From an optimization exercise on the open Yosys and OpenROAD flow, aimed at small area; shortcuts taken in it are not production practice.
In this exercise RTL edits were held to simulation tests only and were not proved equivalent to the original.
Power figures rest on the tool's default switching activity, not on a simulated workload.

===== flow/design.v =====
`timescale 1ns / 10ps
module basic_fifo #(
parameter N_BIT = 8
)(
    input clk, reset,
    input en, read_val,
    input logic [N_BIT-1:0] data_in,
    output logic [N_BIT-1:0] data_out,
    output logic overflowed,
    output logic is_empty
    );
logic [N_BIT-1:0] data_mem [31:0];
integer pointer_in, pointer_out;
always_ff@(posedge(clk), posedge(reset)) begin
    if (reset) begin
        pointer_in <= 0;
        pointer_out <= 0;
        overflowed <= 1'b0;
        is_empty <= 1'b1;
        data_out <= {N_BIT{1'b0}};
    end
    else begin
        if ((pointer_in - pointer_out) >= 31) begin
            overflowed <= 1'b1;
        end
        else begin
            overflowed <= 1'b0;
            if (en) begin
            pointer_in <= pointer_in + 1;
            data_mem[pointer_in[4:0]] <= data_in;
            end
        end
        if (pointer_in != pointer_out) begin
            if (read_val) begin
            data_out <= data_mem[pointer_out[4:0]];
            pointer_out <= pointer_out + 1;
            end
            is_empty <= 1'b0;
        end
        else is_empty <= 1'b1;
    end
end
endmodule
`timescale 1ns / 1ps
module main_handler #(
    parameter N_BIT = 8
)(
    input clk, reset,
    input trig_start,
    input uart_ready,
    input logic [N_BIT-1:0] data_aq,
    output logic [7:0] data_out,
    output logic data_ready,
    output logic req_data
    );
typedef enum {st_idle,st_send} aq_fsm_type;
aq_fsm_type aq_fsm;
localparam BYTECOUNTER = (N_BIT/8) + 1*((N_BIT%8)>0);
integer bytecount;
logic [N_BIT-1:0] data_mem;
integer i;
always_ff@(posedge(clk),posedge(reset)) begin
    if (reset) begin
        data_ready <= 1'b0;
        aq_fsm <= st_idle;
        bytecount <= 0;
        data_mem <= 0;
        req_data <= 0;
    end
    else begin
        case(aq_fsm)
            st_idle: begin
                data_ready <= 1'b0;
                if (trig_start == 1'b1)
                    aq_fsm <= st_send;
                    req_data <= 1;
            end
            st_send: begin
                req_data <= 0;
                data_mem <= data_aq;
                if (uart_ready) begin
                    data_ready <= 1'b1;
                    if (bytecount == (BYTECOUNTER - 1)) begin
                        bytecount <= 0;
                        aq_fsm <= st_idle;
                        data_out <= {data_mem[7:(N_BIT%8)], {(N_BIT%8){1'b0}}};
                    end else begin
                        bytecount <= bytecount + 1;
                        data_out <= data_mem[(N_BIT-1-8*bytecount)-:8];
                    end
                end else data_ready <= 1'b0;
            end
        endcase
    end
end
endmodule
`timescale 1ns / 10ps
module uart #(
parameter BAUDRATE = 115200,
          CLK_PERIOD = 100000000
)(
    input clk,
    input reset,
    input rx,
    output logic tx,
    input logic [7:0] data_in,
    output logic [7:0] data_out,
    input run,
    output logic tx_ready,
    output logic rx_ready
    );
integer counter;
integer tx_bit_counter;
integer rx_bit_counter;
logic baud_strobe;
logic run_flag;
logic [8:0] data2send;
logic [7:0] data_received;
typedef enum { st_idle, st_send, st_fin } uart_fsm;
uart_fsm tx_fsm, rx_fsm;
assign data_out = counter;
    always_ff@(posedge(clk),posedge(reset)) begin
        if (reset) begin
            counter <= 0;
            baud_strobe <= 0;
        end
        else begin
            if (run_flag == 1) begin
                if (counter == CLK_PERIOD/(BAUDRATE)) begin
                    counter <= 0;
                    baud_strobe <= 1'b1;
                end
                else begin
                    baud_strobe <= 1'b0;
                    counter <= counter + 1;
                end
            end
            else begin
                counter <= 0;
                baud_strobe <= 1'b0;
            end
        end
    end
    always_ff@(posedge(clk),posedge(reset)) begin 
        if (reset) begin
            tx_fsm <= st_idle;
            run_flag <= 0;
            tx <= 1'b1;
            tx_bit_counter <= 0;
            data2send <= 0;
            tx_ready <= 1'b1;
        end
        else begin    
            case(tx_fsm)
                st_idle: begin
                    if (run == 1) begin
                        tx_fsm <=st_send;
                        run_flag <= 1;
                        data2send <= {1'b0, data_in};
                        tx_ready <= 0;
                        tx <= 1'b0;
                        tx_bit_counter <= 0;
                    end
                end
                st_send: 
                    if (baud_strobe == 1) begin
                        if (tx_bit_counter == 8)
                            tx_fsm <= st_fin;
                        else begin
                            tx <= data2send[tx_bit_counter];
                            tx_bit_counter <= tx_bit_counter + 1;
                        end
                    end
                st_fin: begin
                    tx <= 1'b1;
                    if (baud_strobe == 1) begin
                        tx_fsm <= st_idle;
                        run_flag <= 0;
                        tx_ready <= 1;
                    end
                end
            endcase
        end
    end
endmodule
`timescale 1ns / 1ps
module top_ofd_uart(
    input logic clk,
    input logic reset,
    input [7:0] data_in,
    output logic tx,
    input rx,
    input trig_start
    );
localparam N_BITS = $bits(data_in);
wire [7:0] to_uart;
wire [N_BITS-1:0] data_to_handler;
wire tx_ready;
wire tx_run;
wire read_fifo;
basic_fifo #(.N_BIT(N_BITS)) fifo(
    .clk(clk),
    .reset(reset),
    .en(trig_start),
    .read_val(read_fifo),
    .data_in(data_in),
    .data_out(data_to_handler),
    .overflowed(),
    .is_empty()
);
uart #(.BAUDRATE(115200), .CLK_PERIOD(100000000)) uart(
    .clk(clk),
    .reset(reset),
    .rx(rx),
    .tx(tx),
    .data_in(to_uart),
    .data_out(),
    .run(tx_run),
    .tx_ready(tx_ready),
    .rx_ready()
);
main_handler #(.N_BIT(N_BITS)) handl(
    .clk(clk), 
    .reset(reset),
    .trig_start(trig_start),
    .uart_ready(tx_ready),
    .data_aq(data_to_handler),
    .data_out(to_uart),
    .data_ready(tx_run),
    .req_data(read_fifo)
    );
endmodule

===== flow/run.sh =====
#!/bin/bash
# synth_recipe.tcl (not shown) runs the flow's synth.tcl, then flattens the netlist and writes it again
# the make line also repeats each setting of config.mk as NAME=value (left out here)
make -C /OpenROAD-flow-scripts/flow DESIGN_CONFIG=/design/flow/config.mk WORK_HOME=/design/flow/orfs CLKGATE_MAP_FILE= SYNTH_SCRIPT=/design/flow/synth_recipe.tcl finish

===== flow/config.mk =====
export PLATFORM = sky130hd
export DESIGN_NAME = top_ofd_uart
export DESIGN_NICKNAME = top_ofd_uart
export VERILOG_FILES = /design/flow/design.v
export SDC_FILE = /design/flow/constraint.sdc
export NUM_CORES = 4
export LEC_CHECK = 0
export CAP_MARGIN = 20
export CORE_MARGIN = 2
export CORE_UTILIZATION = 40
export PLACE_DENSITY = 0.6
export SLEW_MARGIN = 20

===== flow/constraint.sdc =====
create_clock -name core_clock -period 10.0 [get_ports {clk}]
set_input_delay 2.0000 -clock core_clock [delete_from_list [all_inputs] [get_ports {clk}]]
set_output_delay 2.0000 -clock core_clock [all_outputs]
set_load 0.01 [all_outputs]

==> impl_metrics.env <==
export IMPL_top_level_ports=13
export IMPL_yosysUniqueCellTypes=81
export IMPL_post_cts_resize_count=0
export IMPL_critical_path_peak_fanout=18
export IMPL_antenna_violations_before_repair=1
export IMPL_max_cap_viol_count=0
export IMPL_cts_htree_levels=2
export IMPL_worstMarginPinSlew_ns=1.12
export IMPL_setup_tns_ns=0
export IMPL_critical_path_buf_inv_count=2
export IMPL_number_of_instances_in_the_synthesized_netlist=1807
export IMPL_dr_total_vias=14600
export IMPL_post_layout_nets=1903
export IMPL_cp_top_family="simple AND/OR/NAND/NOR gates"
export IMPL_hold_path_end="fifo.pointer_out[29]"
export IMPL_row_count=84
export IMPL_detail_route_first_pass_iterations=7
export IMPL_first_global_vias=14400
export IMPL_floorplan_die_area_mm2=0.0551
export IMPL_postLayoutCoreUtil_pct=45.8
export IMPL_report_final_setup_viol=0
export IMPL_r2r_start="fifo.pointer_out[3]"
export IMPL_finalWeightedCongestion=0.892
export IMPL_unrepaired_setup_endpoints_after_global_routing="no"
export IMPL_hpwlAfterDp_um=37300
export IMPL_clock_fmax_mhz=171
export IMPL_clk_insertion_delay_late_ns=0.61
export IMPL_cell_count_post_placement=2473
export IMPL_mappedNetlistNets=1873
export IMPL_synth_ff_latch_count=457
export IMPL_grt_max_degree=132
export IMPL_crit_required_ns=10.21
export IMPL_number_of_enable_type_register_cells_in_the_synthesized_netlist=264
export IMPL_asyncSetResetFlopFracSynth_pct=42.2
export IMPL_cts_reportedPaths_clkPinSlew_ns=0.06
export IMPL_cts_root_buffer_cell="clkbuf_16"
export IMPL_status="timing/DRC/antenna clean"
export IMPL_synth_top_flop_cell="edfxtp_1"
export IMPL_timing_reg2reg_worst_path_depth=14
export IMPL_grt_pass1_wl_um=84800
export IMPL_fp_coreArea_mm2=0.0527
export IMPL_antenna_left=0
export IMPL_skew_ns=0.0286
export IMPL_fin_ws_ns=4.15
export IMPL_area_sequential_mm2=0.0128
export IMPL_layout_drive_gt1_share_pct=9.22
export IMPL_cts_repair_timing_setup_buffer_count=0
export IMPL_fin_crit_sh_pct=58.5
export IMPL_areaGrowthSynthToFinish_pct=13.2
export IMPL_dieWidth_um=235
export IMPL_min_delay_path_class="flip-flop to flip-flop"
export IMPL_routed_wl_um=54800
export IMPL_clockBufferDepth=3
export IMPL_crit_arrival_ns=6.06
export IMPL_hold_path_startpoint="fifo.pointer_out[29]"
export IMPL_inserted_clock_buffers=49
export IMPL_ys_seq_area_share_pct=59.9
export IMPL_power_density_mw_per_mm2=172
export IMPL_portBuffers=11
export IMPL_drc_errors=0
export IMPL_cp_start_kind="flip-flop"
export IMPL_cellLeakagePower_nw=9.14
export IMPL_numClockSinks=457
export IMPL_worst_path_largest_cell_delay_ns=0.90
export IMPL_path_cells="buf_4 -> clkinv_1 -> ha_1 -> o211ai_1 -> a21oi_2 -> o21a_1 -> o41ai_1 -> and3_1 -> a2111oi_0 -> nand4_1 -> nor4_4 -> nor2_4 -> nor3b_2 -> nor2b_1"
export IMPL_dieHeight_um=235
export IMPL_finalWorstPathRequiredPeriod_ns=5.85
export IMPL_avgSynthCellArea_um2=11.8
export IMPL_fillCellCount=4752
export IMPL_finalMaxSlewViolations=0
export IMPL_synth_warnings=4
export IMPL_drtIter0Drc=1486
export IMPL_crit_slowest_cell="nor2b_1"
export IMPL_track_usage_pct=19.6
export IMPL_number_of_vias_per_cell=5.71
export IMPL_hold_buffers=0
export IMPL_tritoncts_clock_tree="built"
export IMPL_hold_path_depth=1
export IMPL_overflow=0
export IMPL_r2r_end="fifo.data_mem[5][5]"
export IMPL_start_util_pct=40.5
export IMPL_number_of_hold_violations_in_the_final_report=0
export IMPL_final_instance_count_excl_fill=2565
export IMPL_relSlewSlack_pct=24.9
export IMPL_antenna_cells_inserted=0
export IMPL_area_of_the_multi_input_gates_mm2=0.00811
export IMPL_post_synthesis_cell_area_mm2=0.0213
export IMPL_crit_path_end_kind="flip-flop"
export IMPL_post_drt_wl_per_cell_um=21.4
export IMPL_worstSetupStartpoint="fifo.pointer_out[3]"
export IMPL_pre_cts_ws_ns=3.69
export IMPL_ff2ff_setup_slack_ns=4.15
export IMPL_ir_drop_uv=222
export IMPL_criticalPathCategory="flip-flop to flip-flop"
[routing by layer]
metal | track usage (%) | up-vias | share of wire [%]
li1 | - | 6819 | -
met1 | 26.4 | 7217 | 42
met2 | 32.2 | 487 | 47
met3 | 3.20 | 110 | 6.7
met4 | 7.08 | 2 | 3.4
met5 | 0 | - | 0.024
[state kept, by name (all words and copies together), names as in the netlist]
| name | count |
|---|---|
| uart.tx_fsm | 2 |
| uart.tx | 1 |
| handl.aq_fsm | 1 |
| handl.req_data | 1 |
| uart.run_flag | 1 |
| fifo.pointer_in | 32 |
| uart.tx_ready | 1 |
| handl.data_mem | 8 |
| uart.data2send | 8 |
| fifo.data_mem | 256 |
| fifo.data_out | 8 |
| handl.data_ready | 1 |
| uart.tx_bit_counter | 32 |
| handl.bytecount | 32 |
| handl.data_out | 8 |
| fifo.pointer_out | 32 |
| uart.counter | 32 |
| uart.baud_strobe | 1 |
[report_power, final]
group	internal [mW]	leakage (nW)	switching (mW)
Sequential	2.01	5.01	0.00630
Combinational	0.0420	3.27	0.102
Clock	1.21	0.863	0.782
Total	3.26	9.14	0.891
[kinds of logic after synthesis]
group,count (synthesis),share of synthesized area [%]
buffers and inverters,131,2.50
XOR/XNOR,151,6.21
multiplexers,40,2.13
flip-flops,457,59.9
AND/OR/NAND/NOR,659,15.5
adder cells (fa/ha/maj),54,3.21
AO/OA/AOI/OAI,315,10.6
[area by class of cell]
cell class | count | share of cell area [%]
Sequential cell | 457 | 52.9
Tap cell | 688 | 3.57
Multi-Input combinational cell | 1219 | 33.6
Inverter | 66 | 1.06
Clock buffer | 55 | 5.30
Timing Repair Buffer | 44 | 1.46
Clock inverter | 36 | 2.15
[cell usage after synthesis (9+ instances only)]
master    number  area (um^2)
edfxtp_1     264         7930
dfrtp_1      191         4780
nor2_1       169          634
nand2_1      143          537
xor2_1        76          666
xnor2_1       75          657
nand3_1       68          340
inv_1         64          240
a21oi_1       61          305
nand4_1       57          357
ha_1          53          663
nor3_1        52          260
o21ai_0       45          225
clkbuf_1      42          158
and3_1        41          257
a22oi_1       37          278
nor4_1        37          231
a221oi_1      22          193
mux2_2        22          248
a22o_1        17          149
and2_1        17          106
a222oi_1      16          160
buf_2         16         80.1
mux2i_1       15          150
or3_1         14         87.6
nand2b_1      12         75.1
nor2b_1       12         75.1
nor4b_1       12          105
a211oi_1      11         82.6
o21a_1        11         82.6
a21o_1         9         67.6
and4_1         9         78.8
[metrics by stage]
stage | hold WS, ns | power [mW] | cell area, um^2
4_1_cts | 0.481 | 4.19 | 24100
6_report | 0.476 | 4.15 | 24100
3_5_place_dp | 0.473 | 2.20 | 22300
2_1_floorplan | 0.445 | 2.13 | 21300
5_1_grt | 0.492 | 4.28 | 24100
3_3_place_gp | 0.463 | 2.19 | 22300
[cell usage in the layout, fill, tap and decap left out, types with 12 or more instances in the layout]
cell,Yosys,layout
edfxtp_1,264,264
ha_1,53,53
a22oi_1,37,37
and3_1,41,41
a221oi_1,22,22
nor2_1,169,168
nor4_1,37,35
a22o_1,17,17
mux2_2,22,22
clkbuf_16,0,49
mux2i_1,15,15
nor2b_1,12,12
dfrtp_1,191,191
or3_1,14,14
a222oi_1,16,16
xnor2_1,75,75
and2_1,17,17
nor3_1,52,51
a21oi_1,61,61
nand2_1,143,143
buf_4,1,33
inv_1,64,63
o21ai_0,45,45
xor2_1,76,76
nand3_1,68,68
nand4_1,57,57
[how the worst max path moves through the flow]
stage / to / slack [ns] / depth (start not counted)
final: fifo.data_mem[5][5] / 4.15 / 14
after global routing: fifo.data_mem[23][5] / 3.80 / 14
after CTS: fifo.data_mem[5][5] / 4.20 / 14
after detailed placement: fifo.data_mem[5][3] / 3.69 / 9
after global placement: fifo.data_mem[5][0] / 3.80 / 9
after floorplan: fifo.data_out[0] / 2.75 / 1

-- what the ideal ports hide --
The results above use ideal ports. As a check the final layout listed here was re-extracted and re-timed, cells and wires unchanged. Step 1 (the two cells are an assumption about what drives the block):
set clk [get_ports {clk}]
set_driving_cell -lib_cell sky130_fd_sc_hd__clkbuf_16 $clk
set_driving_cell -lib_cell sky130_fd_sc_hd__buf_2 [delete_from_list [all_inputs] $clk]
Step 2 also shifts input and output timing later by t, the mid clock arrival at the registers, as if the neighbouring blocks saw the same clock. Slacks: ideal ports / drivers / drivers and shift; pairs: ideal ports / drivers.
shift t [ns]: 0.655
setup WS [ns]: 4.152 / 4.152 / 3.700
latest minus earliest clock arrival (ns): 0.033 / 0.033
cell pins on the clock port's net: 1
After both steps setup and hold are still met in this run. For this run, drivers alone change the setup slack by 0.000 ns; drivers and shift together by -0.452 ns.
